Context: an optimization exercise on an open-source flow, tuned for small area and a short achievable clock period. The choices shown serve that exercise and are no tape-out recipe. Only simulation tests tie the RTL to the original design; equivalence was not proved.

==> flow/design.v <==
module riscv_core
(
	input  wire        clk,
	input  wire        rst,
	output wire [31:0] ib_addr,
	input  wire [31:0] ib_data,
	output wire        ib_valid,
	input  wire        ib_ready,
	output wire [31:0] db_addr,
	output wire [ 3:0] db_lanes,
	input  wire [31:0] db_din,
	output wire [31:0] db_dout,
	output wire        db_wr,
	output wire        db_valid,
	input  wire        db_ready
);
reg  [31:1] pc;    
reg  [31:0] fi0, fi1;
reg  [31:1] fa0, fa1;
reg         rp, wp;
reg  [ 1:0] cnt;
reg         skip;
wire        jmp;
wire [31:1] jmp_addr;
wire        hazard;
wire        ready = !hazard;
wire        f_full  = cnt[1];
wire        f_valid = cnt != 2'b00;
wire [31:0] f_instr = rp ? fi1 : fi0;
wire [31:1] f_addr  = rp ? fa1 : fa0;
assign ib_addr  = {pc, 1'b0};
assign ib_valid = !f_full;
localparam NPB = 4;
reg  [31:1]    ps0, ps1;
reg  [NPB-1:0] pg, pp;
wire [NPB:0]   pcc;
assign pcc[0] = 1'b0;
wire [31:1] bp_jimm = {{12{ib_data[31]}}, ib_data[19:12], ib_data[20], ib_data[30:21]};
wire [31:1] bp_bimm = {{20{ib_data[31]}}, ib_data[7], ib_data[30:25], ib_data[11:8]};
wire        bp_jal  = ib_data[6:0] == 7'h6F;
wire        bp_br   = ib_data[6:0] == 7'h63 && ib_data[31];
wire        f_take  = ib_valid && ib_ready && !skip;
wire [31:1] pn_base = jmp ? jmp_addr : pc;
wire [31:1] pn_inc  = jmp ? 31'd0 : bp_jal ? bp_jimm : bp_br ? bp_bimm : 31'd2;
wire        pn_load = jmp || f_take;
wire [31:1] pn_s0, pn_s1;
wire [NPB-1:0] pn_g, pn_p;
genvar pb;
generate
	for (pb = 0; pb < NPB; pb = pb + 1)
	begin : pcb
		localparam LO = 1 + 8 * pb;
		localparam HI = (8 * pb + 8 < 31) ? 8 * pb + 8 : 31;
		localparam N  = HI - LO + 1;
		wire [N:0] s0 = {1'b0, pn_base[HI:LO]} + {1'b0, pn_inc[HI:LO]};
		wire [N:0] s1 = {1'b0, pn_base[HI:LO]} + {1'b0, pn_inc[HI:LO]} + {{N{1'b0}}, 1'b1};
		assign pn_s0[HI:LO] = s0[N-1:0];
		assign pn_s1[HI:LO] = s1[N-1:0];
		assign pn_g[pb] = s0[N];
		assign pn_p[pb] = s1[N];
		assign pcc[pb+1] = pcc[pb] ? pp[pb] : pg[pb];
		always @*
			pc[HI:LO] = pcc[pb] ? ps1[HI:LO] : ps0[HI:LO];
	end
endgenerate
always @(posedge clk or posedge rst)
begin
	if (rst)
	begin
		ps0 <= 31'd0;
		ps1 <= 31'd0;
		pg  <= {NPB{1'b0}};
		pp  <= {NPB{1'b0}};
	end
	else if (pn_load)
	begin
		ps0 <= pn_s0;
		ps1 <= pn_s1;
		pg  <= pn_g;
		pp  <= pn_p;
	end
end
always @(posedge clk or posedge rst)
begin
	if (rst)
	begin
		rp   <= 1'b0;
		wp   <= 1'b0;
		cnt  <= 2'd0;
		skip <= 1'b0;
	end
	else if (jmp)
	begin
		wp   <= rp;
		cnt  <= 2'd0;
		skip <= !f_full;
	end
	else
	begin
		if (ib_valid && ib_ready)
		begin
			skip <= 1'b0;
			if (!skip)
			begin
				wp <= !wp;
				if (!ready || !f_valid)
					cnt <= cnt + 2'd1;
			end
		end
		if (f_valid && ready)
		begin
			rp <= !rp;
			if (!ib_ready || !ib_valid || skip)
				cnt <= cnt - 2'd1;
		end
	end
end
always @(posedge clk)
begin
	if (f_take && !jmp)
	begin
		if (wp) fa1 <= pc;
		else    fa0 <= pc;
	end
	if (!f_full)
	begin
		if (wp) fi1 <= ib_data;
		else    fi0 <= ib_data;
	end
end
reg         d_valid;
reg  [ 4:0] d_rd, d_rs1, d_rs2;
reg  [31:0] d_a, d_b, d_sd;
reg  [ 3:0] d_lanes;
reg         d_wr, d_isjal, d_isbr, d_mem, d_st;
reg  [31:1] d_jaddr, d_addr4;
reg         c_add, c_sub, c_and, c_or, c_xor, c_sll, c_srl;
reg         c_lt, c_ge, c_eq, c_ne, c_sgn, c_mul;
reg         c_div, c_rem, c_negq, c_negr;
reg         e_valid;
reg         w1_we;
reg  [ 4:0] w1_rd;
reg         w2_we;
reg  [ 4:0] w2_rd;
wire [31:0] w2_val;
wire [ 6:0] op  = f_instr[6:0];
wire [ 2:0] f3  = f_instr[14:12];
wire [ 4:0] rd  = f_instr[11:7];
wire [ 4:0] rs1 = f_instr[19:15];
wire [ 4:0] rs2 = f_instr[24:20];
wire [31:0] i_imm = {{20{f_instr[31]}}, f_instr[31:20]};
wire [31:0] s_imm = {{20{f_instr[31]}}, f_instr[31:25], f_instr[11:7]};
wire [31:0] u_imm = {f_instr[31:12], 12'h000};
wire [31:1] j_imm = {{12{f_instr[31]}}, f_instr[19:12], f_instr[20], f_instr[30:21]};
wire [31:1] b_imm = {{20{f_instr[31]}}, f_instr[7], f_instr[30:25], f_instr[11:8]};
reg  [31:0] rf [1:31];
always @(posedge clk)
	if (w2_we)
		rf[w2_rd] <= w2_val;
wire        hit1 = w2_we && w2_rd == rs1;
wire        hit2 = w2_we && w2_rd == rs2;
wire [31:0] oh1  = 32'h1 << rs1;
wire [31:0] oh2  = 32'h1 << rs2;
reg  [31:0] fw1, fw2;
integer n;
always @*
begin
	fw1 = {32{hit1}} & w2_val;
	fw2 = {32{hit2}} & w2_val;
	for (n = 1; n < 32; n = n + 1)
	begin
		fw1 = fw1 | ({32{oh1[n] & !hit1}} & rf[n]);
		fw2 = fw2 | ({32{oh2[n] & !hit2}} & rf[n]);
	end
end
reg [4:0] alu_op;
always @*
begin
	casex ({f_instr[30], f_instr[25], f_instr[14:12], f_instr[6:0]})
		12'bxx_000_0010011: alu_op = 5'h00;
		12'bxx_xxx_0000011: alu_op = 5'h00;
		12'bxx_010_0010011: alu_op = 5'h0D;
		12'bxx_011_0010011: alu_op = 5'h0E;
		12'bxx_100_0010011: alu_op = 5'h04;
		12'bxx_110_0010011: alu_op = 5'h03;
		12'bxx_111_0010011: alu_op = 5'h02;
		12'bxx_001_0010011: alu_op = 5'h05;
		12'b0x_101_0010011: alu_op = 5'h06;
		12'b1x_101_0010011: alu_op = 5'h07;
		12'b00_000_0110011: alu_op = 5'h00;
		12'b10_000_0110011: alu_op = 5'h01;
		12'bx0_010_0110011: alu_op = 5'h0D;
		12'bx0_011_0110011: alu_op = 5'h0E;
		12'bx0_100_0110011: alu_op = 5'h04;
		12'bx0_110_0110011: alu_op = 5'h03;
		12'bx0_111_0110011: alu_op = 5'h02;
		12'bx0_001_0110011: alu_op = 5'h05;
		12'b00_101_0110011: alu_op = 5'h06;
		12'b10_101_0110011: alu_op = 5'h07;
		12'bxx_xxx_0110111: alu_op = 5'h08;
		12'bxx_xxx_0010111: alu_op = 5'h09;
		12'bxx_xxx_110x111: alu_op = 5'h0A;
		12'bxx_000_1100011: alu_op = 5'h0B;
		12'bxx_001_1100011: alu_op = 5'h0C;
		12'bxx_100_1100011: alu_op = 5'h0D;
		12'bxx_101_1100011: alu_op = 5'h0F;
		12'bxx_110_1100011: alu_op = 5'h0E;
		12'bxx_111_1100011: alu_op = 5'h10;
		12'b01_000_0110011: alu_op = 5'h18;
		12'b01_001_0110011: alu_op = 5'h19;
		12'b01_010_0110011: alu_op = 5'h1A;
		12'b01_011_0110011: alu_op = 5'h1B;
		12'b01_100_0110011: alu_op = 5'h1C;
		12'b01_101_0110011: alu_op = 5'h1D;
		12'b01_110_0110011: alu_op = 5'h1E;
		12'b01_111_0110011: alu_op = 5'h1F;
		12'bxx_xxx_0100011: alu_op = 5'h11;
		default:            alu_op = 5'h00;
	endcase
end
wire o_lui   = alu_op == 5'h08;
wire o_auipc = alu_op == 5'h09;
wire o_jal   = alu_op == 5'h0A;
wire o_mulh  = alu_op == 5'h19 || alu_op == 5'h1A || alu_op == 5'h1B;
wire o_saddr = alu_op == 5'h11;
wire o_div   = alu_op == 5'h1C || alu_op == 5'h1D || alu_op == 5'h1E || alu_op == 5'h1F;
wire o_sdiv  = alu_op == 5'h1C || alu_op == 5'h1E;
wire o_rem   = alu_op == 5'h1E || alu_op == 5'h1F;
wire        neg1 = o_sdiv && fw1[31];
wire        neg2 = o_sdiv && fw2[31];
wire [31:0] mag1 = neg1 ? -fw1 : fw1;
wire [31:0] mag2 = neg2 ? -fw2 : fw2;
wire [31:0] addr32 = {f_addr, 1'b0};
wire [31:0] opa =
	(o_lui || o_mulh)   ? 32'h0 :
	(o_auipc || o_jal)  ? addr32 :
	o_div               ? mag1 :
	fw1;
wire [31:0] opb =
	(o_lui || o_auipc)  ? u_imm :
	(o_jal || o_mulh)   ? 32'h0 :
	o_saddr             ? s_imm :
	o_div               ? mag2 :
	f_instr[5]          ? fw2 : i_imm;
wire        is_lw = {f3, op} == 10'b010_0000011;
wire        is_sb = {f3, op} == 10'b000_0100011;
wire        is_sh = {f3, op} == 10'b001_0100011;
wire        is_sw = {f3, op} == 10'b010_0100011;
wire [ 1:0] sa    = fw1[1:0] + s_imm[1:0];
wire [31:0] sdat  = is_sb ? {4{fw2[7:0]}} : is_sh ? {2{fw2[15:0]}} : fw2;
wire [31:0] sdrot =
	sa == 2'd0 ? sdat :
	sa == 2'd1 ? {sdat[23:0], sdat[31:24]} :
	sa == 2'd2 ? {sdat[15:0], sdat[31:16]} :
	             {sdat[ 7:0], sdat[31: 8]};
reg  [ 3:0] lanes;
always @*
begin
	if (is_sb)
		lanes = 4'b0001 << sa;
	else if (is_sh)
		lanes = sa == 2'd0 ? 4'b0011 : sa == 2'd1 ? 4'b0110 : sa == 2'd2 ? 4'b1100 : 4'b1000;
	else if (is_sw)
		lanes = sa == 2'd0 ? 4'b1111 : sa == 2'd1 ? 4'b1110 : sa == 2'd2 ? 4'b1100 : 4'b1000;
	else
		lanes = 4'b1111;
end
wire d_acc = f_valid && !jmp && !hazard;
always @(posedge clk or posedge rst)
begin
	if (rst)
		d_valid <= 1'b0;
	else
		d_valid <= d_acc;
end
always @(posedge clk)
begin
	d_rd    <= rd;
	d_rs1   <= rs1;
	d_rs2   <= rs2;
	d_a     <= opa;
	d_b     <= opb;
	d_sd    <= sdrot;
	d_lanes <= lanes;
	d_wr    <= rd != 5'd0 && op != 7'h63 && op != 7'h23 && op != 7'h0F;
	d_isjal <= op == 7'h6F;
	d_isbr  <= op == 7'h63;
	d_mem   <= is_lw || is_sb || is_sh || is_sw;
	d_st    <= is_sb || is_sh || is_sw;
	d_jaddr <= f_addr + (op == 7'h63 ? b_imm : j_imm);
	d_addr4 <= f_addr + 31'd2;
	c_add <= alu_op == 5'h00 || o_lui || o_auipc || o_jal || o_mulh || o_saddr;
	c_sub <= alu_op == 5'h01;
	c_and <= alu_op == 5'h02;
	c_or  <= alu_op == 5'h03;
	c_xor <= alu_op == 5'h04;
	c_sll <= alu_op == 5'h05;
	c_srl <= alu_op == 5'h06 || alu_op == 5'h07;
	c_lt  <= alu_op == 5'h0D || alu_op == 5'h0E;
	c_ge  <= alu_op == 5'h0F || alu_op == 5'h10;
	c_sgn <= alu_op == 5'h0D || alu_op == 5'h0F;
	c_eq  <= alu_op == 5'h0B;
	c_ne  <= alu_op == 5'h0C;
	c_mul <= alu_op == 5'h18;
	c_div <= o_div;
	c_rem <= o_rem;
	c_negq <= o_sdiv && (fw1[31] ^ fw2[31]) && fw2 != 32'h0;
	c_negr <= o_sdiv && fw1[31];
end
wire h_d = d_rd != 5'd0 && d_valid && (d_rd == rs1 || d_rd == rs2) && f_valid;
wire h_e = w1_rd != 5'd0 && e_valid &&
	(((w1_rd == rs1 || w1_rd == rs2) && f_valid) ||
	 ((w1_rd == d_rs1 || w1_rd == d_rs2) && d_valid));
assign hazard = h_d || h_e;
reg         q_jmp;
reg  [31:1] q_jaddr;
assign jmp      = q_jmp;
assign jmp_addr = q_jaddr;
wire        e_go = d_valid && !q_jmp;
wire        sub   = c_sub || c_lt || c_ge;
wire [32:0] sum   = {c_sgn & d_a[31], d_a} + ({c_sgn & d_b[31], d_b} ^ {33{sub}}) + {32'h0, sub};
wire        lt    = sum[32];
wire        eq    = d_a == d_b;
wire [31:0] prod  = d_a * d_b;
wire [31:0] res_e =
	({32{c_add | c_sub}} & sum[31:0]) |
	({32{c_and}} & (d_a & d_b)) |
	({32{c_or }} & (d_a | d_b)) |
	({32{c_xor}} & (d_a ^ d_b)) |
	({32{c_sll}} & (d_a << d_b[4:0])) |
	({32{c_srl}} & (d_a >> d_b[4:0])) |
	({32{c_mul}} & prod) |
	{31'h0, (c_lt & lt) | (c_ge & ~lt) | (c_eq & eq) | (c_ne & ~eq)};
wire        cond = res_e[0];
always @(posedge clk or posedge rst)
begin
	if (rst)
	begin
		q_jmp   <= 1'b0;
		w1_we   <= 1'b0;
		e_valid <= 1'b0;
	end
	else
	begin
		q_jmp   <= e_go && ((d_isjal && d_jaddr != f_addr) ||
		                    (d_isbr && (d_jaddr != f_addr || !cond)));
		w1_we   <= e_go && d_wr;
		e_valid <= e_go;
	end
end
always @(posedge clk)
begin
	q_jaddr <= (d_isbr && !cond) ? d_addr4 : d_jaddr;
	w1_rd   <= d_rd;
	w2_rd   <= w1_rd;
	w2_we   <= w1_we;    
end
reg         bus_valid;
reg  [31:0] bus_addr, bus_dout;
reg  [ 3:0] bus_lanes;
reg         bus_wr;
always @(posedge clk or posedge rst)
begin
	if (rst)
		bus_valid <= 1'b0;
	else if (!bus_valid)
		bus_valid <= d_valid && d_mem;
	else if (db_ready)
		bus_valid <= 1'b0;
end
always @(posedge clk)
begin
	if (!bus_valid)
	begin
		bus_addr  <= sum[31:0];
		bus_dout  <= d_sd;
		bus_lanes <= d_lanes;
		bus_wr    <= d_st;
	end
end
assign db_addr  = bus_addr;
assign db_dout  = bus_dout;
assign db_lanes = bus_lanes;
assign db_wr    = bus_wr;
assign db_valid = bus_valid;
reg  [13:0] s1_r;
reg  [17:0] s1_a;
reg  [31:18] s1_q;
reg  [31:0] s1_b;
reg         s1_div, s1_rem, s1_negq, s1_negr;
reg  [21:0] s2_r;
reg  [9:0] s2_a;
reg  [31:10] s2_q;
reg  [31:0] s2_b;
reg         s2_div, s2_rem, s2_negq, s2_negr;
wire [32:0] hz0;
assign hz0[32] = 1'b1;
genvar k0;
generate for (k0 = 31; k0 >= 0; k0 = k0 - 1) begin : ghz0 assign hz0[k0] = hz0[k0+1] & ~d_b[k0]; end endgenerate
wire [32:0] hz1;
assign hz1[32] = 1'b1;
genvar k1;
generate for (k1 = 31; k1 >= 0; k1 = k1 - 1) begin : ghz1 assign hz1[k1] = hz1[k1+1] & ~s1_b[k1]; end endgenerate
wire [32:0] hz2;
assign hz2[32] = 1'b1;
genvar k2;
generate for (k2 = 31; k2 >= 0; k2 = k2 - 1) begin : ghz2 assign hz2[k2] = hz2[k2+1] & ~s2_b[k2]; end endgenerate
wire [33:0] d_b3 = {2'b00, d_b} + {1'b0, d_b, 1'b0};    
wire [31:0] qv;
wire [0:0] x31 = d_a[31:31];
wire [1:0] t1_31 = {1'b0, x31} - {1'b0, d_b[0:0]};
wire g1_31 = hz0[1] & ~t1_31[1];
wire [0:0] r31 = g1_31 ? t1_31[0:0] : x31;
assign qv[31] = g1_31;
wire [1:0] x30 = {r31, d_a[30:30]};
wire [2:0] t1_30 = {1'b0, x30} - {1'b0, d_b[1:0]};
wire g1_30 = hz0[2] & ~t1_30[2];
wire [1:0] r30 = g1_30 ? t1_30[1:0] : x30;
assign qv[30] = g1_30;
wire [2:0] x29 = {r30, d_a[29:29]};
wire [3:0] t1_29 = {1'b0, x29} - {1'b0, d_b[2:0]};
wire g1_29 = hz0[3] & ~t1_29[3];
wire [2:0] r29 = g1_29 ? t1_29[2:0] : x29;
assign qv[29] = g1_29;
wire [3:0] x28 = {r29, d_a[28:28]};
wire [4:0] t1_28 = {1'b0, x28} - {1'b0, d_b[3:0]};
wire g1_28 = hz0[4] & ~t1_28[4];
wire [3:0] r28 = g1_28 ? t1_28[3:0] : x28;
assign qv[28] = g1_28;
wire [4:0] x27 = {r28, d_a[27:27]};
wire [5:0] t1_27 = {1'b0, x27} - {1'b0, d_b[4:0]};
wire g1_27 = hz0[5] & ~t1_27[5];
wire [4:0] r27 = g1_27 ? t1_27[4:0] : x27;
assign qv[27] = g1_27;
wire [5:0] x26 = {r27, d_a[26:26]};
wire [6:0] t1_26 = {1'b0, x26} - {1'b0, d_b[5:0]};
wire g1_26 = hz0[6] & ~t1_26[6];
wire [5:0] r26 = g1_26 ? t1_26[5:0] : x26;
assign qv[26] = g1_26;
wire [6:0] x25 = {r26, d_a[25:25]};
wire [7:0] t1_25 = {1'b0, x25} - {1'b0, d_b[6:0]};
wire g1_25 = hz0[7] & ~t1_25[7];
wire [6:0] r25 = g1_25 ? t1_25[6:0] : x25;
assign qv[25] = g1_25;
wire [7:0] x24 = {r25, d_a[24:24]};
wire [8:0] t1_24 = {1'b0, x24} - {1'b0, d_b[7:0]};
wire g1_24 = hz0[8] & ~t1_24[8];
wire [7:0] r24 = g1_24 ? t1_24[7:0] : x24;
assign qv[24] = g1_24;
wire [8:0] x23 = {r24, d_a[23:23]};
wire [9:0] t1_23 = {1'b0, x23} - {1'b0, d_b[8:0]};
wire g1_23 = hz0[9] & ~t1_23[9];
wire [8:0] r23 = g1_23 ? t1_23[8:0] : x23;
assign qv[23] = g1_23;
wire [9:0] x22 = {r23, d_a[22:22]};
wire [10:0] t1_22 = {1'b0, x22} - {1'b0, d_b[9:0]};
wire g1_22 = hz0[10] & ~t1_22[10];
wire [9:0] r22 = g1_22 ? t1_22[9:0] : x22;
assign qv[22] = g1_22;
wire [10:0] x21 = {r22, d_a[21:21]};
wire [11:0] t1_21 = {1'b0, x21} - {1'b0, d_b[10:0]};
wire g1_21 = hz0[11] & ~t1_21[11];
wire [10:0] r21 = g1_21 ? t1_21[10:0] : x21;
assign qv[21] = g1_21;
wire [11:0] x20 = {r21, d_a[20:20]};
wire [12:0] t1_20 = {1'b0, x20} - {1'b0, d_b[11:0]};
wire g1_20 = hz0[12] & ~t1_20[12];
wire [11:0] r20 = g1_20 ? t1_20[11:0] : x20;
assign qv[20] = g1_20;
wire [12:0] x19 = {r20, d_a[19:19]};
wire [13:0] t1_19 = {1'b0, x19} - {1'b0, d_b[12:0]};
wire g1_19 = hz0[13] & ~t1_19[13];
wire [12:0] r19 = g1_19 ? t1_19[12:0] : x19;
assign qv[19] = g1_19;
wire [13:0] x18 = {r19, d_a[18:18]};
wire [14:0] t1_18 = {1'b0, x18} - {1'b0, d_b[13:0]};
wire g1_18 = hz0[14] & ~t1_18[14];
wire [13:0] r18 = g1_18 ? t1_18[13:0] : x18;
assign qv[18] = g1_18;
wire [14:0] x17 = {s1_r, s1_a[17:17]};
wire [15:0] t1_17 = {1'b0, x17} - {1'b0, s1_b[14:0]};
wire g1_17 = hz1[15] & ~t1_17[15];
wire [14:0] r17 = g1_17 ? t1_17[14:0] : x17;
assign qv[17] = g1_17;
wire [15:0] x16 = {r17, s1_a[16:16]};
wire [16:0] t1_16 = {1'b0, x16} - {1'b0, s1_b[15:0]};
wire g1_16 = hz1[16] & ~t1_16[16];
wire [15:0] r16 = g1_16 ? t1_16[15:0] : x16;
assign qv[16] = g1_16;
wire [16:0] x15 = {r16, s1_a[15:15]};
wire [17:0] t1_15 = {1'b0, x15} - {1'b0, s1_b[16:0]};
wire g1_15 = hz1[17] & ~t1_15[17];
wire [16:0] r15 = g1_15 ? t1_15[16:0] : x15;
assign qv[15] = g1_15;
wire [17:0] x14 = {r15, s1_a[14:14]};
wire [18:0] t1_14 = {1'b0, x14} - {1'b0, s1_b[17:0]};
wire g1_14 = hz1[18] & ~t1_14[18];
wire [17:0] r14 = g1_14 ? t1_14[17:0] : x14;
assign qv[14] = g1_14;
wire [18:0] x13 = {r14, s1_a[13:13]};
wire [19:0] t1_13 = {1'b0, x13} - {1'b0, s1_b[18:0]};
wire g1_13 = hz1[19] & ~t1_13[19];
wire [18:0] r13 = g1_13 ? t1_13[18:0] : x13;
assign qv[13] = g1_13;
wire [19:0] x12 = {r13, s1_a[12:12]};
wire [20:0] t1_12 = {1'b0, x12} - {1'b0, s1_b[19:0]};
wire g1_12 = hz1[20] & ~t1_12[20];
wire [19:0] r12 = g1_12 ? t1_12[19:0] : x12;
assign qv[12] = g1_12;
wire [20:0] x11 = {r12, s1_a[11:11]};
wire [21:0] t1_11 = {1'b0, x11} - {1'b0, s1_b[20:0]};
wire g1_11 = hz1[21] & ~t1_11[21];
wire [20:0] r11 = g1_11 ? t1_11[20:0] : x11;
assign qv[11] = g1_11;
wire [21:0] x10 = {r11, s1_a[10:10]};
wire [22:0] t1_10 = {1'b0, x10} - {1'b0, s1_b[21:0]};
wire g1_10 = hz1[22] & ~t1_10[22];
wire [21:0] r10 = g1_10 ? t1_10[21:0] : x10;
assign qv[10] = g1_10;
wire [22:0] x9 = {s2_r, s2_a[9:9]};
wire [23:0] t1_9 = {1'b0, x9} - {1'b0, s2_b[22:0]};
wire g1_9 = hz2[23] & ~t1_9[23];
wire [22:0] r9 = g1_9 ? t1_9[22:0] : x9;
assign qv[9] = g1_9;
wire [23:0] x8 = {r9, s2_a[8:8]};
wire [24:0] t1_8 = {1'b0, x8} - {1'b0, s2_b[23:0]};
wire g1_8 = hz2[24] & ~t1_8[24];
wire [23:0] r8 = g1_8 ? t1_8[23:0] : x8;
assign qv[8] = g1_8;
wire [24:0] x7 = {r8, s2_a[7:7]};
wire [25:0] t1_7 = {1'b0, x7} - {1'b0, s2_b[24:0]};
wire g1_7 = hz2[25] & ~t1_7[25];
wire [24:0] r7 = g1_7 ? t1_7[24:0] : x7;
assign qv[7] = g1_7;
wire [25:0] x6 = {r7, s2_a[6:6]};
wire [26:0] t1_6 = {1'b0, x6} - {1'b0, s2_b[25:0]};
wire g1_6 = hz2[26] & ~t1_6[26];
wire [25:0] r6 = g1_6 ? t1_6[25:0] : x6;
assign qv[6] = g1_6;
wire [26:0] x5 = {r6, s2_a[5:5]};
wire [27:0] t1_5 = {1'b0, x5} - {1'b0, s2_b[26:0]};
wire g1_5 = hz2[27] & ~t1_5[27];
wire [26:0] r5 = g1_5 ? t1_5[26:0] : x5;
assign qv[5] = g1_5;
wire [27:0] x4 = {r5, s2_a[4:4]};
wire [28:0] t1_4 = {1'b0, x4} - {1'b0, s2_b[27:0]};
wire g1_4 = hz2[28] & ~t1_4[28];
wire [27:0] r4 = g1_4 ? t1_4[27:0] : x4;
assign qv[4] = g1_4;
wire [28:0] x3 = {r4, s2_a[3:3]};
wire [29:0] t1_3 = {1'b0, x3} - {1'b0, s2_b[28:0]};
wire g1_3 = hz2[29] & ~t1_3[29];
wire [28:0] r3 = g1_3 ? t1_3[28:0] : x3;
assign qv[3] = g1_3;
wire [29:0] x2 = {r3, s2_a[2:2]};
wire [30:0] t1_2 = {1'b0, x2} - {1'b0, s2_b[29:0]};
wire g1_2 = hz2[30] & ~t1_2[30];
wire [29:0] r2 = g1_2 ? t1_2[29:0] : x2;
assign qv[2] = g1_2;
wire [30:0] x1 = {r2, s2_a[1:1]};
wire [31:0] t1_1 = {1'b0, x1} - {1'b0, s2_b[30:0]};
wire g1_1 = hz2[31] & ~t1_1[31];
wire [30:0] r1 = g1_1 ? t1_1[30:0] : x1;
assign qv[1] = g1_1;
wire [31:0] x0 = {r1, s2_a[0:0]};
wire [32:0] t1_0 = {1'b0, x0} - {1'b0, s2_b[31:0]};
wire g1_0 = hz2[32] & ~t1_0[32];
wire [31:0] r0 = g1_0 ? t1_0[31:0] : x0;
assign qv[0] = g1_0;
wire [31:0] res1 = {s1_r, s1_a};    
wire [31:0] res2 = {s2_r, s2_a};    
always @(posedge clk)
begin
	if (c_div)
	begin
		s1_r <= r18;
		s1_a <= d_a[17:0];
	end
	else
		{s1_r, s1_a} <= res_e;
	s1_q    <= qv[31:18];
	s1_b    <= d_b;
	s1_div <= c_div;
	s1_rem <= c_rem;
	s1_negq <= c_negq;
	s1_negr <= c_negr;
	if (s1_div)
	begin
		s2_r <= r10;
		s2_a <= s1_a[9:0];
	end
	else
		{s2_r, s2_a} <= res1;
	s2_q    <= {s1_q, qv[17:10]};
	s2_b    <= s1_b;
	s2_div <= s1_div;
	s2_rem <= s1_rem;
	s2_negq <= s1_negq;
	s2_negr <= s1_negr;
end
wire [31:0] quo  = {s2_q, qv[9:0]};
wire [31:0] rmd  = r0;
wire [31:0] dres = s2_rem ? (s2_negr ? -rmd : rmd) : (s2_negq ? -quo : quo);
assign w2_val = s2_div ? dres : res2;
endmodule
==> flow/flow/run.sh <==
#!/bin/bash
# Standard synthesis and layout (the standard.sh), with ORFS's repair_timing asked for
# extra setup margin and free to resize cells across footprints. The SDC is the design's.
set -euo pipefail
bash standard.sh SETUP_SLACK_MARGIN=85 MATCH_CELL_FOOTPRINT=0 finish > make.log 2>&1
==> flow/standard.sh <==
#!/bin/bash
# synth_recipe.tcl (not shown) runs the flow's synth.tcl, then flattens the netlist and writes it again
# the make line also repeats each setting of config.mk as NAME=value (left out here)
make -C /OpenROAD-flow-scripts/flow DESIGN_CONFIG=/design/flow/config.mk WORK_HOME=/design/flow/orfs CLKGATE_MAP_FILE= SYNTH_SCRIPT=/design/flow/synth_recipe.tcl "${@:-finish}"
==> flow/config.mk <==
export PLATFORM = sky130hd
export DESIGN_NAME = riscv_core
export DESIGN_NICKNAME = riscv_core
export VERILOG_FILES = /design/flow/design.v
export SDC_FILE = /design/flow/constraint.sdc
export NUM_CORES = 4
export LEC_CHECK = 0
export ABC_AREA = 1
export CAP_MARGIN = 20
export CELL_PAD_IN_SITES_DETAIL_PLACEMENT = 1
export CELL_PAD_IN_SITES_GLOBAL_PLACEMENT = 2
export CORE_MARGIN = 2
export CORE_UTILIZATION = 30
export PLACE_DENSITY = 0.5
export SLEW_MARGIN = 20
==> flow/constraint.sdc <==
create_clock -name core_clock -period 110.0 [get_ports {clk}]
set_input_delay 22.0000 -clock core_clock [delete_from_list [all_inputs] [get_ports {clk}]]
set_output_delay 22.0000 -clock core_clock [all_outputs]
set_load 0.01 [all_outputs]
==> impl_metrics.tcl, run 1 <==
set metrics [dict create \
    finalSetupViolCount 0 \
    vias_per_cell 5.40 \
    outcome "timing/DRC/antenna clean" \
    fill_cells 49915 \
    grt_max_degree 67 \
    yosys.cell_types.count 104 \
    grt.total_usage_pct 30.5 \
    slowest_delay_ns 0.45 \
    die_area_um2 432000 \
    synth_nets 17148 \
    synth_area_um2 128000 \
    worstReg2RegStart "d_b[17]$_DFF_P_" \
    drtAntennaViolNets 0 \
    synth-seq-cells 1669 \
    nNetsFinal 17711 \
    clock_path_buffers 4 \
    final.period_utilization_pct 22.6 \
    ff2ff_setup_slack_ns 85.97 \
    gp_congestion 0.958 \
    whs_path_depth 0 \
    max_slew.worst_pin.slew_ns 1.34 \
    syn2layout_area_growth_pct 19.2 \
    cts_tree "done" \
    met3_usage_pct 3.88 \
    synth_area_leaders "edfxtp_1 28%, nand2_1 11%, ha_1 8.2%, fa_1 7.0%, inv_1 6.9%" \
    clk_latency_ns 1.02 \
    fmax_mhz 40.2 \
    ctsHoldBuffers 0 \
    drive_gt1_share_pct 14.2 \
    grt_pass1_wl_mm 942 \
    maxSlewViolCount 0 \
    synthArstFlopShare_pct 4.13 \
    layout_common_cells "3592 x nand2_1, 2287 x inv_1, 1187 x edfxtp_1, 778 x nor2_1, 758 x a21oi_1" \
    core.rowCount 239 \
    critPathCaptureType "output port" \
    finalHoldViolCount 0 \
    grt-ovfl-total 0 \
    met1_usage_pct 42.1 \
    synth_edf_count 1187 \
    setup_ws_ns 85.14 \
    hpwl_mm 499 \
    r2r_cells 174 \
    fp.dieH_um 657 \
    holdWs_ns 0.275 \
    min-delay-start "s1_a[0]$_DFF_P_" \
    cp.arrival_ns 2.86 \
    syn_area_per_cell_um2 8.10 \
    detail_route.wl_per_cell_um 30.8 \
    grt.busiest_layer "met2" \
    ys_seq_area_share_pct 35.7 \
    crit_type "register to output port" \
    largest_register_ffs 992 \
    layout_commonest_cell "nand2_1" \
    drc 0 \
    largest_register "rf" \
    min_delay_worst_endpoint "s2_a[0]$_DFF_P_" \
    grt_pass1_vias 122622 \
    r2r_end "s1_r[0]$_DFF_P_" \
    cts_max_level 4 \
    ys_warn_count 1 \
    synthDominantCellAreaShare_pct 27.9 \
    fin_crit_ns 24.86 \
    critPathLaunch "pg[0]$_DFFE_PP0P_" \
    placeableCoreArea_um2 424000 \
    synth_ff_type "edfxtp_1" \
    synth_top_area_cell "edfxtp_1" \
    dieWidth_um 657 \
    maxCapViolCount 0 \
    worstPathCellList "or2_4 > nand2_8 > buf_4 > clkinvlp_4 > o21ai_4 > buf_6 > mux2_4 > clkbuf_2" \
    fin_tns_setup_ns 0 \
    worst_setup_path_start_kind "register" \
    rsz0062_at_grt "true" \
    place_ws_ns 77.57 \
    grtUsageMet2_pct 48.8 \
    drtIter0Drc 10990 \
    grt_antenna_before_repair 55 \
    dr.pass1.iters 6 \
    root_buffer "clkbuf_16" \
    cts.sinks 1669 \
    slew_headroom_pct 10.2 \
    worst-endpoint-required_ns 88.00 \
    syn_inst 15799 \
    vias 120324 \
    cp_max_fo 7 \
    initial_core_util_pct 30.2 \
    wl_mm 686 \
    io_buffers 137 \
    numCtsBuffers 203 \
    slowest_stage "dfrtp_2" \
    boundaryPins 171 \
    fin_skew_ns 0.181 \
    cts.clk_slew.worst_paths_ns 0.06 \
    hp-class "register to register" \
]
-- synthesized netlist by cell type, types with 66 or more instances --
library cell / count
o21ai_1: 128
or2_2: 100
a22o_1: 66
a221oi_1: 230
ha_1: 836
nand2_1: 3736
o21bai_1: 85
dfxtp_1: 413
edfxtp_1: 1187
o22ai_1: 312
nor3_1: 82
inv_1: 2335
nand4_1: 132
nor2_1: 852
xor2_1: 456
inv_2: 71
a21oi_1: 880
buf_2: 87
a2111oi_0: 66
o211ai_1: 87
dfrtp_1: 69
fa_1: 445
xnor2_1: 224
nand2_2: 91
buf_1: 79
nand3_1: 694
clkbuf_1: 334
o21ai_0: 868
-- how the worst max path moves through the flow --
stage,endpoint,slack [ns]
6_report,ib_addr[27],85.14
5_1_grt,s1_r[0]$_DFF_P_,84.47
4_1_cts,ib_addr[27],84.89
3_5_place_dp,s1_r[1]$_DFF_P_,77.57
3_3_place_gp,s1_r[1]$_DFF_P_,78.05
2_1_floorplan,fa0[10]$_DFFE_PP_,85.06
-- critical path, delay by kind of cell (launching register included) --
| kind | cells | cell delay, ns |
|---|---|---|
| AO/OA/AOI/OAI | 1 | 0.21 |
| buffers and inverters | 4 | 0.59 |
| flip-flops | 1 | 0.45 |
| multiplexers | 1 | 0.33 |
| AND/OR/NAND/NOR | 2 | 0.36 |
-- metal layers --
metal  share of wire, %  vias up
li1                   -    54113
met1                 45    61647
met2                 45     3698
met3                6.0      856
met4                4.1       10
met5             0.0086        -
-- through the flow --
step	area (um^2)	utilization, %	std cells
6_report	152000	36.0	22264
5_1_grt	152000	35.9	22241
4_1_cts	147000	34.7	21952
3_5_place_dp	137000	32.4	21434
3_3_place_gp	137000	32.4	21432
2_1_floorplan	128000	-	15799
-- timing repair --
action / in CTS / in global routing
pin swaps: 96 / 314
gates cloned: 24 / 21
setup buffers: 123 / 217
setup endpoints to repair: 1168 / 849
hold endpoints to repair: 0 / 0
gates resized for setup: 501 / 710
-- cells by family (layout without fill, tap and decap cells) --
group / Yosys count / in the layout / share of synthesized area (%)
simple gates: 5973 / 5989 / 19.8
compound gates: 3167 / 3168 / 15.2
buf+inv: 3006 / 3718 / 9.30
flops: 1669 / 1669 / 35.7
fa+ha+maj: 1281 / 1281 / 15.1
xor+xnor: 680 / 680 / 4.66
mux: 22 / 22 / 0.177
other cells: 1 / 74 / 0.00293
-- area by class of cell --
class / count / area [um^2] / share of cell area, %
multi-input cells: 11141 / 75200 / 49.3
flip-flops and latches: 1669 / 45700 / 30.0
inverters: 2422 / 9310 / 6.10
repair buffers: 919 / 8370 / 5.49
well taps: 5663 / 7090 / 4.65
clock buffers: 272 / 5630 / 3.69
clock inverters: 99 / 1010 / 0.663
diodes: 73 / 183 / 0.120
repair inverters: 6 / 48.8 / 0.0320
==> run 2: changes to the inputs <==
--- a/flow/design.v
+++ b/flow/design.v
@@ -134,7 +134,7 @@
 reg  [ 3:0] d_lanes;
 reg         d_wr, d_isjal, d_isbr, d_mem, d_st;
 reg  [31:1] d_jaddr, d_addr4;
-reg         c_add, c_sub, c_and, c_or, c_xor, c_sll, c_srl;
+reg         c_add, c_sub, c_and, c_or, c_xor, c_srl;
 reg         c_lt, c_ge, c_eq, c_ne, c_sgn, c_mul;
 reg         c_div, c_rem, c_negq, c_negr;
 reg         e_valid;
@@ -231,17 +231,30 @@
 wire [31:0] mag1 = neg1 ? -fw1 : fw1;
 wire [31:0] mag2 = neg2 ? -fw2 : fw2;
 wire [31:0] addr32 = {f_addr, 1'b0};
+wire        o_sll = alu_op == 5'h05;
+wire        o_srl = alu_op == 5'h06 || alu_op == 5'h07;
+wire [31:0] rop2  = f_instr[5] ? fw2 : i_imm;
+wire [31:0] fw1r;
+genvar rv;
+generate
+	for (rv = 0; rv < 32; rv = rv + 1)
+	begin : rev1
+		assign fw1r[rv] = fw1[31-rv];
+	end
+endgenerate
 wire [31:0] opa =
 	(o_lui || o_mulh)   ? 32'h0 :
 	(o_auipc || o_jal)  ? addr32 :
 	o_div               ? mag1 :
+	o_srl               ? fw1r :
 	fw1;
 wire [31:0] opb =
 	(o_lui || o_auipc)  ? u_imm :
 	(o_jal || o_mulh)   ? 32'h0 :
 	o_saddr             ? s_imm :
 	o_div               ? mag2 :
-	f_instr[5]          ? fw2 : i_imm;
+	(o_sll || o_srl)    ? 32'h1 << rop2[4:0] :
+	rop2;
 wire        is_lw = {f3, op} == 10'b010_0000011;
 wire        is_sb = {f3, op} == 10'b000_0100011;
 wire        is_sh = {f3, op} == 10'b001_0100011;
@@ -294,14 +307,13 @@
 	c_and <= alu_op == 5'h02;
 	c_or  <= alu_op == 5'h03;
 	c_xor <= alu_op == 5'h04;
-	c_sll <= alu_op == 5'h05;
-	c_srl <= alu_op == 5'h06 || alu_op == 5'h07;
+	c_srl <= o_srl;
 	c_lt  <= alu_op == 5'h0D || alu_op == 5'h0E;
 	c_ge  <= alu_op == 5'h0F || alu_op == 5'h10;
 	c_sgn <= alu_op == 5'h0D || alu_op == 5'h0F;
 	c_eq  <= alu_op == 5'h0B;
 	c_ne  <= alu_op == 5'h0C;
-	c_mul <= alu_op == 5'h18;
+	c_mul <= alu_op == 5'h18 || o_sll;
 	c_div <= o_div;
 	c_rem <= o_rem;
 	c_negq <= o_sdiv && (fw1[31] ^ fw2[31]) && fw2 != 32'h0;
@@ -322,14 +334,21 @@
 wire        lt    = sum[32];
 wire        eq    = d_a == d_b;
 wire [31:0] prod  = d_a * d_b;
+wire [31:0] prod_r;
+genvar rp2;
+generate
+	for (rp2 = 0; rp2 < 32; rp2 = rp2 + 1)
+	begin : rev2
+		assign prod_r[rp2] = prod[31-rp2];
+	end
+endgenerate
 wire [31:0] res_e =
 	({32{c_add | c_sub}} & sum[31:0]) |
 	({32{c_and}} & (d_a & d_b)) |
 	({32{c_or }} & (d_a | d_b)) |
 	({32{c_xor}} & (d_a ^ d_b)) |
-	({32{c_sll}} & (d_a << d_b[4:0])) |
-	({32{c_srl}} & (d_a >> d_b[4:0])) |
 	({32{c_mul}} & prod) |
+	({32{c_srl}} & prod_r) |
 	{31'h0, (c_lt & lt) | (c_ge & ~lt) | (c_eq & eq) | (c_ne & ~eq)};
 wire        cond = res_e[0];
 always @(posedge clk or posedge rst)
==> flow/flow/run.sh (replaced) <==
#!/bin/bash
# Standard synthesis and layout (the standard.sh), with ORFS's repair_timing asked for
# extra setup margin and free to resize cells across footprints. The SDC is the design's.
set -euo pipefail
bash standard.sh SETUP_SLACK_MARGIN=86 MATCH_CELL_FOOTPRINT=0 finish > make.log 2>&1
--- a/flow/config.mk
+++ b/flow/config.mk
@@ -10,6 +10,6 @@
 export CELL_PAD_IN_SITES_DETAIL_PLACEMENT = 1
 export CELL_PAD_IN_SITES_GLOBAL_PLACEMENT = 2
 export CORE_MARGIN = 2
-export CORE_UTILIZATION = 30
-export PLACE_DENSITY = 0.5
+export CORE_UTILIZATION = 45
+export PLACE_DENSITY = 0.6
 export SLEW_MARGIN = 20
==> run 2 against run 1 <==
Still clean on timing, DRC and antenna. Global-route usage increased by 9.6 points. Maximum frequency rose by 0.31%. Register-to-register slack lost 0.10 ns. Sequential cell count is 1 lower. Synthesized cell count down 0.96%. Critical path type unchanged.
==> impl_metrics.tcl, run 2 <==
set metrics [dict create \
    outcome "timing/DRC/antenna clean" \
    detail_route.wl_per_cell_um 29.8 \
    layout_commonest_cell "nand2_1" \
    dieWidth_um 534 \
    drive_gt1_share_pct 16.1 \
    final.period_utilization_pct 22.5 \
    synthTopCellsByCount "3692 x nand2_1, 2497 x inv_1, 1187 x edfxtp_1" \
    dr.pass1.iters 7 \
    yosys.cell_types.count 94 \
    fmax_mhz 40.3 \
    boundaryPins 171 \
    largest_register_ffs 992 \
    drtIter0Drc 13416 \
    synth_top_area_cell "edfxtp_1" \
    drtAntennaViolNets 0 \
    nNetsFinal 17695 \
    cp_max_fo 5 \
    initial_core_util_pct 45.3 \
    grt_max_degree 70 \
    worstReg2RegStart "d_b[27]$_DFF_P_" \
    placeableCoreArea_um2 280000 \
    layout_common_cells "3472 x nand2_1, 2415 x inv_1, 1187 x edfxtp_1, 774 x buf_4, 713 x nor2_1" \
    maxSlewViolCount 0 \
    grt_antenna_before_repair 31 \
    gp_congestion 0.982 \
    vias_per_cell 6.11 \
    grt_pass1_vias 125262 \
    syn_area_per_cell_um2 8.09 \
    slew_headroom_pct 10.4 \
    yosysMostFrequentCell "nand2_1" \
    numCtsBuffers 189 \
    fin_skew_ns 0.0970 \
    crit_end "ib_addr[28]" \
    postLayoutCoreUtil_pct 54.1 \
    root_buffer "clkbuf_16" \
    ff2ff_setup_slack_ns 85.87 \
    hpwl_mm 411 \
    core.rowCount 194 \
    fin_tns_setup_ns 0 \
    rsz0062_at_grt "true" \
    critPathLaunch "pg[0]$_DFFE_PP0P_" \
    die_area_um2 286000 \
    r2r_cells 178 \
    wl_mm 603 \
    grt.total_usage_pct 40.1 \
    hp-class "register to register" \
    ys_warn_count 1 \
    cts.clk_slew.worst_paths_ns 0.07 \
    synth_nets 16994 \
    fin_crit_ns 24.79 \
    worst_setup_path_start_kind "register" \
    ys_seq_area_share_pct 36.0 \
    synthDominantCellAreaShare_pct 28.2 \
    synth-seq-cells 1668 \
    worst-endpoint-required_ns 88.00 \
    synth_area_um2 127000 \
    cts_tree "done" \
    finalSetupViolCount 0 \
    synth_edf_count 1187 \
    clock_path_buffers 4 \
    io_buffers 137 \
    syn_inst 15647 \
    synth_ff_type "edfxtp_1" \
    r2r_end "s1_r[4]$_DFF_P_" \
    fp.dieH_um 534 \
    holdWs_ns 0.326 \
    finalHoldViolCount 0 \
    vias 123577 \
    max_slew.worst_pin.slew_ns 1.34 \
    drc 0 \
    grt_pass1_wl_mm 847 \
    crit_type "register to output port" \
    largest_register "rf" \
    synthArstFlopShare_pct 4.14 \
    syn2layout_area_growth_pct 19.4 \
    maxCapViolCount 0 \
    cp.arrival_ns 2.79 \
    critPathCaptureType "output port" \
    cts_max_level 4 \
    cts.sinks 1668 \
    synth_area_leaders "edfxtp_1 28%, nand2_1 11%, ha_1 8.2%, inv_1 7.4%, fa_1 7.0%" \
    grt-ovfl-total 0 \
    clk_latency_ns 0.92 \
]
==> run 2: cell count changes after synthesis, moves of 23 or more <==
cell | previous run | this run
nand2_2 | 91 | 63
o21ai_0 | 868 | 767
a21oi_1 | 880 | 802
nand2_1 | 3736 | 3692
a221oi_1 | 230 | 272
a31oi_1 | 63 | 99
nand3_2 | 42 | 17
o21bai_1 | 85 | 108
inv_1 | 2335 | 2497
o22ai_1 | 312 | 261
==> run 2: routing by layer <==
| metal | share of wire, % | track usage (%) | vias to the layer above |
|---|---|---|---|
| met5 | 0.010 | 0 | - |
| met4 | 6.4 | 21.1 | 10 |
| met3 | 10 | 10.2 | 1784 |
| met2 | 44 | 62.6 | 6404 |
| met1 | 39 | 51.2 | 61857 |
| li1 | - | - | 53522 |
==> run 2: worst max-delay path, cell delays in order (launching register included) <==
cell	delay [ns]
dfrtp_4	0.50
or2_4	0.27
nand2_8	0.09
clkinvlp_4	0.15
o21ai_2	0.17
buf_6	0.13
buf_6	0.11
mux2_4	0.32
buf_6	0.13
==> run 2: worst min path at each step <==
stage	slack, ns	cells after the start	start	endpoint
2_1_floorplan	0.31	0	c_negq$_DFF_P_	s1_negq$_DFF_P_
4_1_cts	0.33	0	s1_negr$_DFF_P_	s2_negr$_DFF_P_
5_1_grt	0.33	0	c_rem$_DFF_P_	s1_rem$_DFF_P_
3_3_place_gp	0.32	0	s1_a[0]$_DFF_P_	s2_a[0]$_DFF_P_
3_5_place_dp	0.31	0	s1_negr$_DFF_P_	s2_negr$_DFF_P_
6_report	0.33	0	s1_a[0]$_DFF_P_	s2_a[0]$_DFF_P_
==> run 2: per-stage QoR <==
stage / setup slack [ns] / area [um^2] / cells
after floorplan: 85.23 / 127000 / 15647
after global placement: 79.36 / 133000 / 19283
after detailed placement: 78.70 / 133000 / 19283
after CTS: 85.22 / 145000 / 19958
after global routing: 84.68 / 151000 / 20230
final: 85.21 / 151000 / 20241
==> run 2: cells by family (layout without fill, tap and decap cells) <==
logic type	after synthesis	in the layout	share of synthesized area, %
buffers and inverters	3141	3981	9.66
XOR/XNOR	705	705	4.88
AND/OR/NAND/NOR	5871	5886	19.5
adder cells (fa/ha/maj)	1279	1279	15.3
other	1	14	0.00296
multiplexers	8	8	0.0692
AO/OA/AOI/OAI	2974	2976	14.5
flip-flops	1668	1668	36.0
==> run 2: layout make-up <==
type | count | area [um^2]
Clock inverter | 102 | 1170
Fill cell | 32846 | 128000
Timing Repair inverter | 7 | 58.8
Inverter | 2582 | 10000
Clock buffer | 245 | 5130
Tap cell | 3724 | 4660
Multi-Input combinational cell | 10855 | 75000
Timing Repair Buffer | 1045 | 9410
Sequential cell | 1668 | 45700
Antenna cell | 13 | 32.5
==> run 2: what timing repair did <==
action,in CTS,in global routing
gates cloned,31,18
buffers inserted,297,251
pin swaps,253,464
gates resized for setup,893,840
setup endpoints to repair,1209,975
hold buffers,0,0
==> run 3: changes to the inputs <==
--- a/flow/config.mk
+++ b/flow/config.mk
@@ -6,10 +6,12 @@
 export NUM_CORES = 4
 export LEC_CHECK = 0
 export ABC_AREA = 1
-export CAP_MARGIN = 20
+export CAP_MARGIN = 10
 export CELL_PAD_IN_SITES_DETAIL_PLACEMENT = 1
 export CELL_PAD_IN_SITES_GLOBAL_PLACEMENT = 2
 export CORE_MARGIN = 2
 export CORE_UTILIZATION = 45
+export CTS_BUF_LIST = sky130_fd_sc_hd__clkbuf_4 sky130_fd_sc_hd__clkbuf_8
+export CTS_CLUSTER_SIZE = 30
 export PLACE_DENSITY = 0.6
-export SLEW_MARGIN = 20
+export SLEW_MARGIN = 10
==> run 3 against run 2 <==
The layout now fails its checks (max-slew violations). Sequential share of layout area about the same. Critical path depth increased by 2. Non-clock buffer count increased by 9. Clock skew increased by 0.055 ns. Setup slack got worse by 0.030 ns. Final cell count increased by 1.0%. Area after synthesis unchanged. Die area unchanged. Design area about the same. Core utilization about the same.
==> impl_metrics.tcl, run 3 <==
set metrics [dict create \
    slowest_stage "dfrtp_2" \
    r2r_cells 178 \
    largest_register_ffs 992 \
    finalHoldViolCount 0 \
    synth_area_leaders "edfxtp_1 28%, nand2_1 11%, ha_1 8.2%, inv_1 7.4%, fa_1 7.0%" \
    fin_crit_ns 24.82 \
    final.period_utilization_pct 22.6 \
    vias 124291 \
    core.rowCount 194 \
    grt.total_usage_pct 40.0 \
    grt_max_degree 70 \
    cts_max_level 5 \
    design_area_um2 151000 \
    ys_warn_count 1 \
    syn_inst 15647 \
    drive_gt1_share_pct 17.1 \
    fill_cells 33123 \
    cts.clk_slew.worst_paths_ns 0.06 \
    nNetsFinal 17812 \
    synth_edf_count 1187 \
    synthDominantCellAreaShare_pct 28.2 \
    fin_skew_ns 0.152 \
    min-delay-start "s1_a[2]$_DFF_P_" \
    detail_route.wl_per_cell_um 29.5 \
    grtUsageMet2_pct 61.9 \
    grt.busiest_layer "met2" \
    ys_seq_area_share_pct 36.0 \
    slowest_delay_ns 0.44 \
    grt-ovfl-total 0 \
    grt_antenna_before_repair 51 \
    slew_headroom_pct -0.565 \
    clk_latency_ns 1.13 \
    cts_tree "done" \
    drc 0 \
    root_buffer "clkbuf_8" \
    whs_path_depth 0 \
    layout_commonest_cell "nand2_1" \
    cp_common_cell "buf_6" \
    maxSlewViolCount 1 \
    maxCapViolCount 0 \
    fp.dieH_um 534 \
    numCtsBuffers 300 \
    gp_congestion 0.982 \
    synthArstFlopShare_pct 4.14 \
    layout_common_cells "3471 x nand2_1, 2417 x inv_1, 1187 x edfxtp_1, 781 x buf_4, 726 x nor2_1" \
    min_delay_worst_endpoint "s2_a[2]$_DFF_P_" \
    die_area_um2 286000 \
    hpwl_mm 411 \
    critPathCaptureType "output port" \
    hp-class "register to register" \
    initial_core_util_pct 45.3 \
    wl_mm 604 \
    synth_area_um2 127000 \
    worstPathCellList "or2_4 > nand2_8 > clkinvlp_4 > nand2_2 > o21ai_2 > buf_6 > buf_6 > buf_4 > o21ai_4 > buf_6" \
    dr.pass1.iters 6 \
    crit_buf_inv 5 \
    crit_type "register to output port" \
    r2r_end "s1_r[5]$_DFF_P_" \
    so_faults "max-slew violations" \
    cp_top_family "buffers and inverters" \
    cp_max_fo 5 \
    multi_input_area_um2 74900 \
    synth_top_area_cell "edfxtp_1" \
    drtIter0Drc 13793 \
    largest_register "rf" \
    yosysMostFrequentCell "nand2_1" \
    synth_ff_type "edfxtp_1" \
    syn_area_per_cell_um2 8.09 \
    synth_nets 16994 \
    drtAntennaViolNets 0 \
    boundaryPins 171 \
    finalSetupViolCount 0 \
    outcome "failed layout checks" \
    cp.arrival_ns 2.82 \
    placeableCoreArea_um2 280000 \
    seq_area_um2 45700 \
    ff2ff_setup_slack_ns 85.40 \
    fmax_mhz 40.3 \
    clock_path_buffers 4 \
    yosys.cell_types.count 94 \
    worst_setup_path_start_kind "register" \
    cts.sinks 1668 \
    syn2layout_area_growth_pct 19.3 \
    grt_pass1_wl_mm 843 \
    max_slew.worst_pin.slew_ns 1.51 \
    met3_usage_pct 10.9 \
    grt_pass1_vias 125763 \
    synthTopCellsByCount "3692 x nand2_1, 2497 x inv_1, 1187 x edfxtp_1" \
    fin_tns_setup_ns 0 \
    worstReg2RegStart "d_b[27]$_DFF_P_" \
    dpl_cell_area_um2 133000 \
    met1_usage_pct 50.8 \
    worst-endpoint-required_ns 88.00 \
    synth-seq-cells 1668 \
    vias_per_cell 6.08 \
    ctsHoldBuffers 0 \
    rsz0062_at_grt "true" \
    dieWidth_um 534 \
    io_buffers 137 \
]
-- run 3: cell type report --
| class | instances | share of cell area (%) |
|---|---|---|
| repair inverters | 6 | 0.0323 |
| diodes | 23 | 0.0381 |
| clock buffers | 417 | 3.43 |
| multi-input cells | 10853 | 49.6 |
| repair buffers | 1054 | 6.31 |
| flip-flops and latches | 1668 | 30.2 |
| clock inverters | 124 | 0.669 |
| inverters | 2582 | 6.62 |
| well taps | 3724 | 3.09 |
-- run 3: worst max-delay path by stage --
stage | startpoint | end | cells after the start
2_1_floorplan | ib_data[5] | ps1[24]$_DFFE_PP0P_ | 19
3_3_place_gp | s2_b[18]$_DFF_P_ | d_b[28]$_DFF_P_ | 156
3_5_place_dp | s2_b[18]$_DFF_P_ | d_sd[21]$_DFF_P_ | 137
4_1_cts | pg[0]$_DFFE_PP0P_ | ib_addr[28] | 8
5_1_grt | d_b[27]$_DFF_P_ | s1_r[5]$_DFF_P_ | 177
6_report | pg[0]$_DFFE_PP0P_ | ib_addr[26] | 10
-- run 3: metrics by stage --
step / hold WS (ns) / util [%] / cells / worst slack (ns)
floorplan: 0.310 / - / 15647 / 85.23
global placement: 0.317 / 47.7 / 19283 / 79.36
detailed placement: 0.314 / 47.7 / 19283 / 78.12
CTS: 0.288 / 51.7 / 20137 / 85.16
global route: 0.304 / 54.0 / 20432 / 84.40
finish: 0.289 / 54.0 / 20451 / 85.18
-- run 3: repair_timing --
action	in CTS	in global routing
setup buffers	286	270
resized for setup	833	905
pin swaps	205	477
endpoints found under the hold margin	0	0
cloned	27	18
setup endpoints to repair	1238	965
-- run 3: logic make-up (layout without fill, tap and decap cells) --
logic type | after synthesis | count (layout) | synth area share, %
xor+xnor | 705 | 705 | 4.88
compound gates | 2974 | 2975 | 14.5
mux | 8 | 8 | 0.0692
other cells | 1 | 24 | 0.00296
buf+inv | 3141 | 4183 | 9.66
flops | 1668 | 1668 | 36.0
fa+ha+maj | 1279 | 1279 | 15.3
simple gates | 5871 | 5885 | 19.5
-- run 3: routing by layer --
metal / vias up / part of all wire (%)
met1: 61894 / 39
met3: 1880 / 11
li1: 53854 / -
met4: 28 / 6.5
met5: - / 0.060
met2: 6635 / 44
==> run 4: changes to the inputs <==
--- a/flow/design.v
+++ b/flow/design.v
@@ -32,9 +32,9 @@
 assign ib_valid = !f_full;
 localparam NPB = 4;
 reg  [31:1]    ps0, ps1;
-reg  [NPB-1:0] pg, pp;
-wire [NPB:0]   pcc;
-assign pcc[0] = 1'b0;
+reg  [NPB-1:0] pcc;
+wire [NPB:0]   pn_c;
+assign pn_c[0] = 1'b0;
 wire [31:1] bp_jimm = {{12{ib_data[31]}}, ib_data[19:12], ib_data[20], ib_data[30:21]};
 wire [31:1] bp_bimm = {{20{ib_data[31]}}, ib_data[7], ib_data[30:25], ib_data[11:8]};
 wire        bp_jal  = ib_data[6:0] == 7'h6F;
@@ -58,7 +58,7 @@
 		assign pn_s1[HI:LO] = s1[N-1:0];
 		assign pn_g[pb] = s0[N];
 		assign pn_p[pb] = s1[N];
-		assign pcc[pb+1] = pcc[pb] ? pp[pb] : pg[pb];
+		assign pn_c[pb+1] = pn_g[pb] | (pn_p[pb] & pn_c[pb]);
 		always @*
 			pc[HI:LO] = pcc[pb] ? ps1[HI:LO] : ps0[HI:LO];
 	end
@@ -69,15 +69,13 @@
 	begin
 		ps0 <= 31'd0;
 		ps1 <= 31'd0;
-		pg  <= {NPB{1'b0}};
-		pp  <= {NPB{1'b0}};
+		pcc <= {NPB{1'b0}};
 	end
 	else if (pn_load)
 	begin
 		ps0 <= pn_s0;
 		ps1 <= pn_s1;
-		pg  <= pn_g;
-		pp  <= pn_p;
+		pcc <= pn_c[NPB-1:0];
 	end
 end
 always @(posedge clk or posedge rst)
@@ -333,7 +331,31 @@
 wire [32:0] sum   = {c_sgn & d_a[31], d_a} + ({c_sgn & d_b[31], d_b} ^ {33{sub}}) + {32'h0, sub};
 wire        lt    = sum[32];
 wire        eq    = d_a == d_b;
-wire [31:0] prod  = d_a * d_b;
+reg  [31:0] prod;
+reg  [31:0] bpp [0:15];
+reg  [31:0] bneg;
+reg  [31:0] bsel;
+reg  [ 2:0] bdig;
+integer bi;
+always @*
+begin
+	bneg = 32'h0;
+	for (bi = 0; bi < 16; bi = bi + 1)
+	begin
+		bdig = {d_b[2*bi+1], d_b[2*bi], (bi == 0) ? 1'b0 : d_b[2*bi-1]};
+		case (bdig)
+			3'b001, 3'b010: bsel = d_a;
+			3'b011:         bsel = {d_a[30:0], 1'b0};
+			3'b100:         bsel = ~{d_a[30:0], 1'b0};
+			3'b101, 3'b110: bsel = ~d_a;
+			default:        bsel = 32'h0;
+		endcase
+		bpp[bi] = bsel << (2 * bi);
+		bneg[2*bi] = bdig[2] & ~(bdig[1] & bdig[0]);
+	end
+	prod = bpp[0] + bpp[1] + bpp[2] + bpp[3] + bpp[4] + bpp[5] + bpp[6] + bpp[7] +
+	       bpp[8] + bpp[9] + bpp[10] + bpp[11] + bpp[12] + bpp[13] + bpp[14] + bpp[15] + bneg;
+end
 wire [31:0] prod_r;
 genvar rp2;
 generate
==> flow/flow/run.sh (replaced) <==
#!/bin/bash
# Standard synthesis and layout (the standard.sh), with ORFS's repair_timing asked for
# extra setup margin and free to resize cells across footprints. The SDC is the design's.
set -euo pipefail
bash standard.sh SETUP_SLACK_MARGIN=85 MATCH_CELL_FOOTPRINT=0 finish > make.log 2>&1
==> flow/config.mk (replaced) <==
export PLATFORM = sky130hd
export DESIGN_NAME = riscv_core
export DESIGN_NICKNAME = riscv_core
export VERILOG_FILES = /design/flow/design.v
export SDC_FILE = /design/flow/constraint.sdc
export NUM_CORES = 4
export LEC_CHECK = 0
export ABC_AREA = 1
export CAP_MARGIN = 20
export CELL_PAD_IN_SITES_DETAIL_PLACEMENT = 1
export CELL_PAD_IN_SITES_GLOBAL_PLACEMENT = 2
export CORE_MARGIN = 2
export CORE_UTILIZATION = 30
export PLACE_DENSITY = 0.5
export SLEW_MARGIN = 20
==> run 4 against run 3 <==
Now clean on timing, DRC and antenna. Clock skew is 0.0095 ns higher. Setup slack lost 0.018 ns. Sequential cell count decreased by 2. Core utilization shrank 18 points. Critical path depth shrank 8. Synthesized cell count down 4.0%. Area after synthesis is 3.4% lower. Maximum frequency is essentially flat. Register-to-register slack better by 0.99 ns. Design area decreased by 4.2%. Highest routed layer unchanged.
==> impl_metrics.tcl, run 4 <==
set metrics [dict create \
    grt.busiest_layer "met2" \
    boundaryPins 171 \
    root_buffer "clkbuf_16" \
    synth_area_leaders "edfxtp_1 29%, nand2_1 11%, ha_1 8.2%, dfxtp_1 6.7%, inv_1 5.2%" \
    grt_pass1_wl_mm 908 \
    placeableCoreArea_um2 406000 \
    cp_max_fo 14 \
    worst-endpoint-required_ns 88.00 \
    place_ws_ns 77.93 \
    dr.pass1.iters 5 \
    synth_area_um2 122000 \
    fin_tns_setup_ns 0 \
    syn_area_per_cell_um2 8.14 \
    grt-ovfl-total 0 \
    cts_max_level 4 \
    outcome "timing/DRC/antenna clean" \
    nNetsFinal 16527 \
    layout_commonest_cell "nand2_1" \
    max_slew.worst_pin.slew_ns 1.30 \
    grt_pass1_vias 118277 \
    initial_core_util_pct 30.1 \
    synthTopCellsByCount "3635 x nand2_1, 1694 x inv_1, 1187 x edfxtp_1" \
    synth_xor_area_share_pct 4.74 \
    dp.cells 20350 \
    clock_path_buffers 4 \
    synth_edf_count 1187 \
    finalHoldViolCount 0 \
    seq_area_um2 45700 \
    ys_warn_count 2 \
    design_area_um2 145000 \
    numCtsBuffers 205 \
    worstPathCellList "o21ai_1 > clkdlybuf4s50_1" \
    synthMuxAreaShare_pct 0.0972 \
    crit_type "register to output port" \
    dieWidth_um 642 \
    cts_tree "done" \
    worst_setup_path_start_kind "register" \
    synth_top_area_cell "edfxtp_1" \
    crit_buf_inv 1 \
    hpwl_mm 469 \
    layout_common_cells "3521 x nand2_1, 1632 x inv_1, 1187 x edfxtp_1, 798 x nor2_1, 710 x ha_1" \
    synth_nets 16131 \
    vias 116999 \
    synthArstFlopShare_pct 4.02 \
    drtAntennaViolNets 0 \
    detail_route.wl_per_cell_um 31.3 \
    largest_register "rf" \
    final_cells 21038 \
    clk_latency_ns 1.00 \
    syn2layout_area_growth_pct 18.3 \
    cp_top_family "compound AO/OA/AOI/OAI gates" \
    die_area_um2 413000 \
    fin_skew_ns 0.161 \
    slowest_stage "o21ai_1" \
    grtUsageMet2_pct 49.5 \
    wl_mm 659 \
    synthSimpleGateAreaFrac_pct 20.8 \
    slew_headroom_pct 13.1 \
    grt_max_degree 68 \
    dpl_cell_area_um2 131000 \
    rsz0062_at_grt "false" \
    grt.total_usage_pct 30.5 \
    drtIter0Drc 10436 \
    synth-seq-cells 1666 \
    fmax_mhz 40.3 \
    cts.sinks 1666 \
    fp.dieH_um 642 \
    synth_ff_type "edfxtp_1" \
    met1_usage_pct 40.8 \
    critPathCaptureType "output port" \
    gp_congestion 0.907 \
    hp-class "register to register" \
    io_buffers 137 \
    synth_top_family_by_area "simple AND/OR/NAND/NOR gates" \
    finalSetupViolCount 0 \
    maxCapViolCount 0 \
    fin_crit_ns 24.84 \
    final.period_utilization_pct 22.6 \
    drive_gt1_share_pct 13.9 \
    setup_ws_ns 85.16 \
    ys_seq_area_share_pct 37.3 \
    met3_usage_pct 4.34 \
    synth_compound_area_share_pct 17.1 \
    synth_adder_area_share_pct 12.1 \
    multi_input_area_um2 71300 \
    synthDominantCellAreaShare_pct 29.1 \
    maxSlewViolCount 0 \
    core.rowCount 234 \
    yosysMostFrequentCell "nand2_1" \
    vias_per_cell 5.56 \
    cts.clk_slew.worst_paths_ns 0.06 \
    slowest_delay_ns 0.68 \
    largest_register_ffs 992 \
    grt_antenna_before_repair 40 \
    syn_inst 15027 \
    cp.arrival_ns 2.84 \
    drc 0 \
    fill_cells 47359 \
    yosys.cell_types.count 96 \
]
[run 4: metal layers]
layer,part of all wire [%],vias up
met2,45,4056
li1,-,52694
met5,0.0077,-
met4,4.9,8
met3,6.3,985
met1,44,59256
[run 4: kinds of logic after synthesis]
family	count (synthesis)
AOI/OAI and AO/OA	3283
xor gates and xnor gates	662
adders and majority gates	1036
buffers and inverters	2412
DFF	1666
muxes	11
other	1
and+or+nand+nor	5956
[run 4: what timing repair did]
action | CTS | global route
setup buffers | 113 | 142
hold buffers | 0 | 0
cloned | 15 | 22
endpoints found under the setup margin | 1178 | 894
pin swaps | 69 | 211
gates resized for setup | 436 | 718
[run 4: worst paths after layout]
check / from / end / slack (ns) / cells after the start
max: pcc[2]$_DFFE_PP0P_ / ib_addr[23] / 85.16 / 2
min: s1_q[27]$_DFF_P_ / s2_q[27]$_DFF_P_ / 0.27 / 0
max reg2reg: d_b[15]$_DFF_P_ / s1_r[7]$_DFF_P_ / 86.39 / 171
min reg2reg: s1_q[27]$_DFF_P_ / s2_q[27]$_DFF_P_ / 0.27 / 0
max in group asynchronous: rst / rp$_DFFE_PP0P_ / 87.80 / 3
min in group asynchronous: rst / ps0[13]$_DFFE_PP0P_ / 21.62 / 3
[run 4: cell type report]
| type | instances | area share [%] |
|---|---|---|
| Multi-Input combinational cell | 10964 | 49.3 |
| Sequential cell | 1666 | 31.6 |
| Timing Repair Buffer | 783 | 4.89 |
| Inverter | 1799 | 4.86 |
| Tap cell | 5428 | 4.69 |
| Clock buffer | 263 | 3.88 |
| Clock inverter | 112 | 0.767 |
| Antenna cell | 19 | 0.0329 |
| Timing Repair inverter | 4 | 0.0234 |
[run 4: through the flow]
stage               hold slack (ns)  utilization (%)
CTS                           0.270             34.5
global route                  0.284             35.6
detailed placement            0.313             32.2
finish                        0.266             35.6
floorplan                     0.310                -
global placement              0.314             32.2

afterwards: timing with drivers on the ports:
The flow's constraints put no driver on any port. The routed layouts listed below were extracted and timed again, unchanged, in two steps.
Step 1 sets driving cells, clkbuf_16 on the clock port and buf_2 on the other inputs (assumed; they add their load-dependent delay and slew).
Step 2 moves the port delays by t, midway between the first and last clock arrival at a register: inputs arrive t later, outputs are due t later. That takes back most of the time a late clock gives input paths.
a / b / c = ideal ports / drivers / drivers and shift; a / b = the first two.
run	t, ns	setup slack, ns	hold slack, ns	worst setup path after step 2	slew at the worst register clock pin (ns)
run 1	1.048	85.136 / 85.017 / 84.227	0.275 / 0.275 / 0.275	input to register	0.09 / 0.09
run 2	0.978	85.213 / 85.102 / 84.822	0.326 / 0.326 / 0.326	input to register	0.08 / 0.08
run 3	1.170	85.183 / 85.069 / 84.776	0.289 / 0.289 / 0.289	input to register	0.08 / 0.08
run 4	1.035	85.164 / 85.044 / 84.317	0.266 / 0.266 / 0.266	input to register	0.07 / 0.07
For run 1, which loses most, drivers alone change the setup slack by -0.119 ns; drivers and shift together by -0.909 ns.
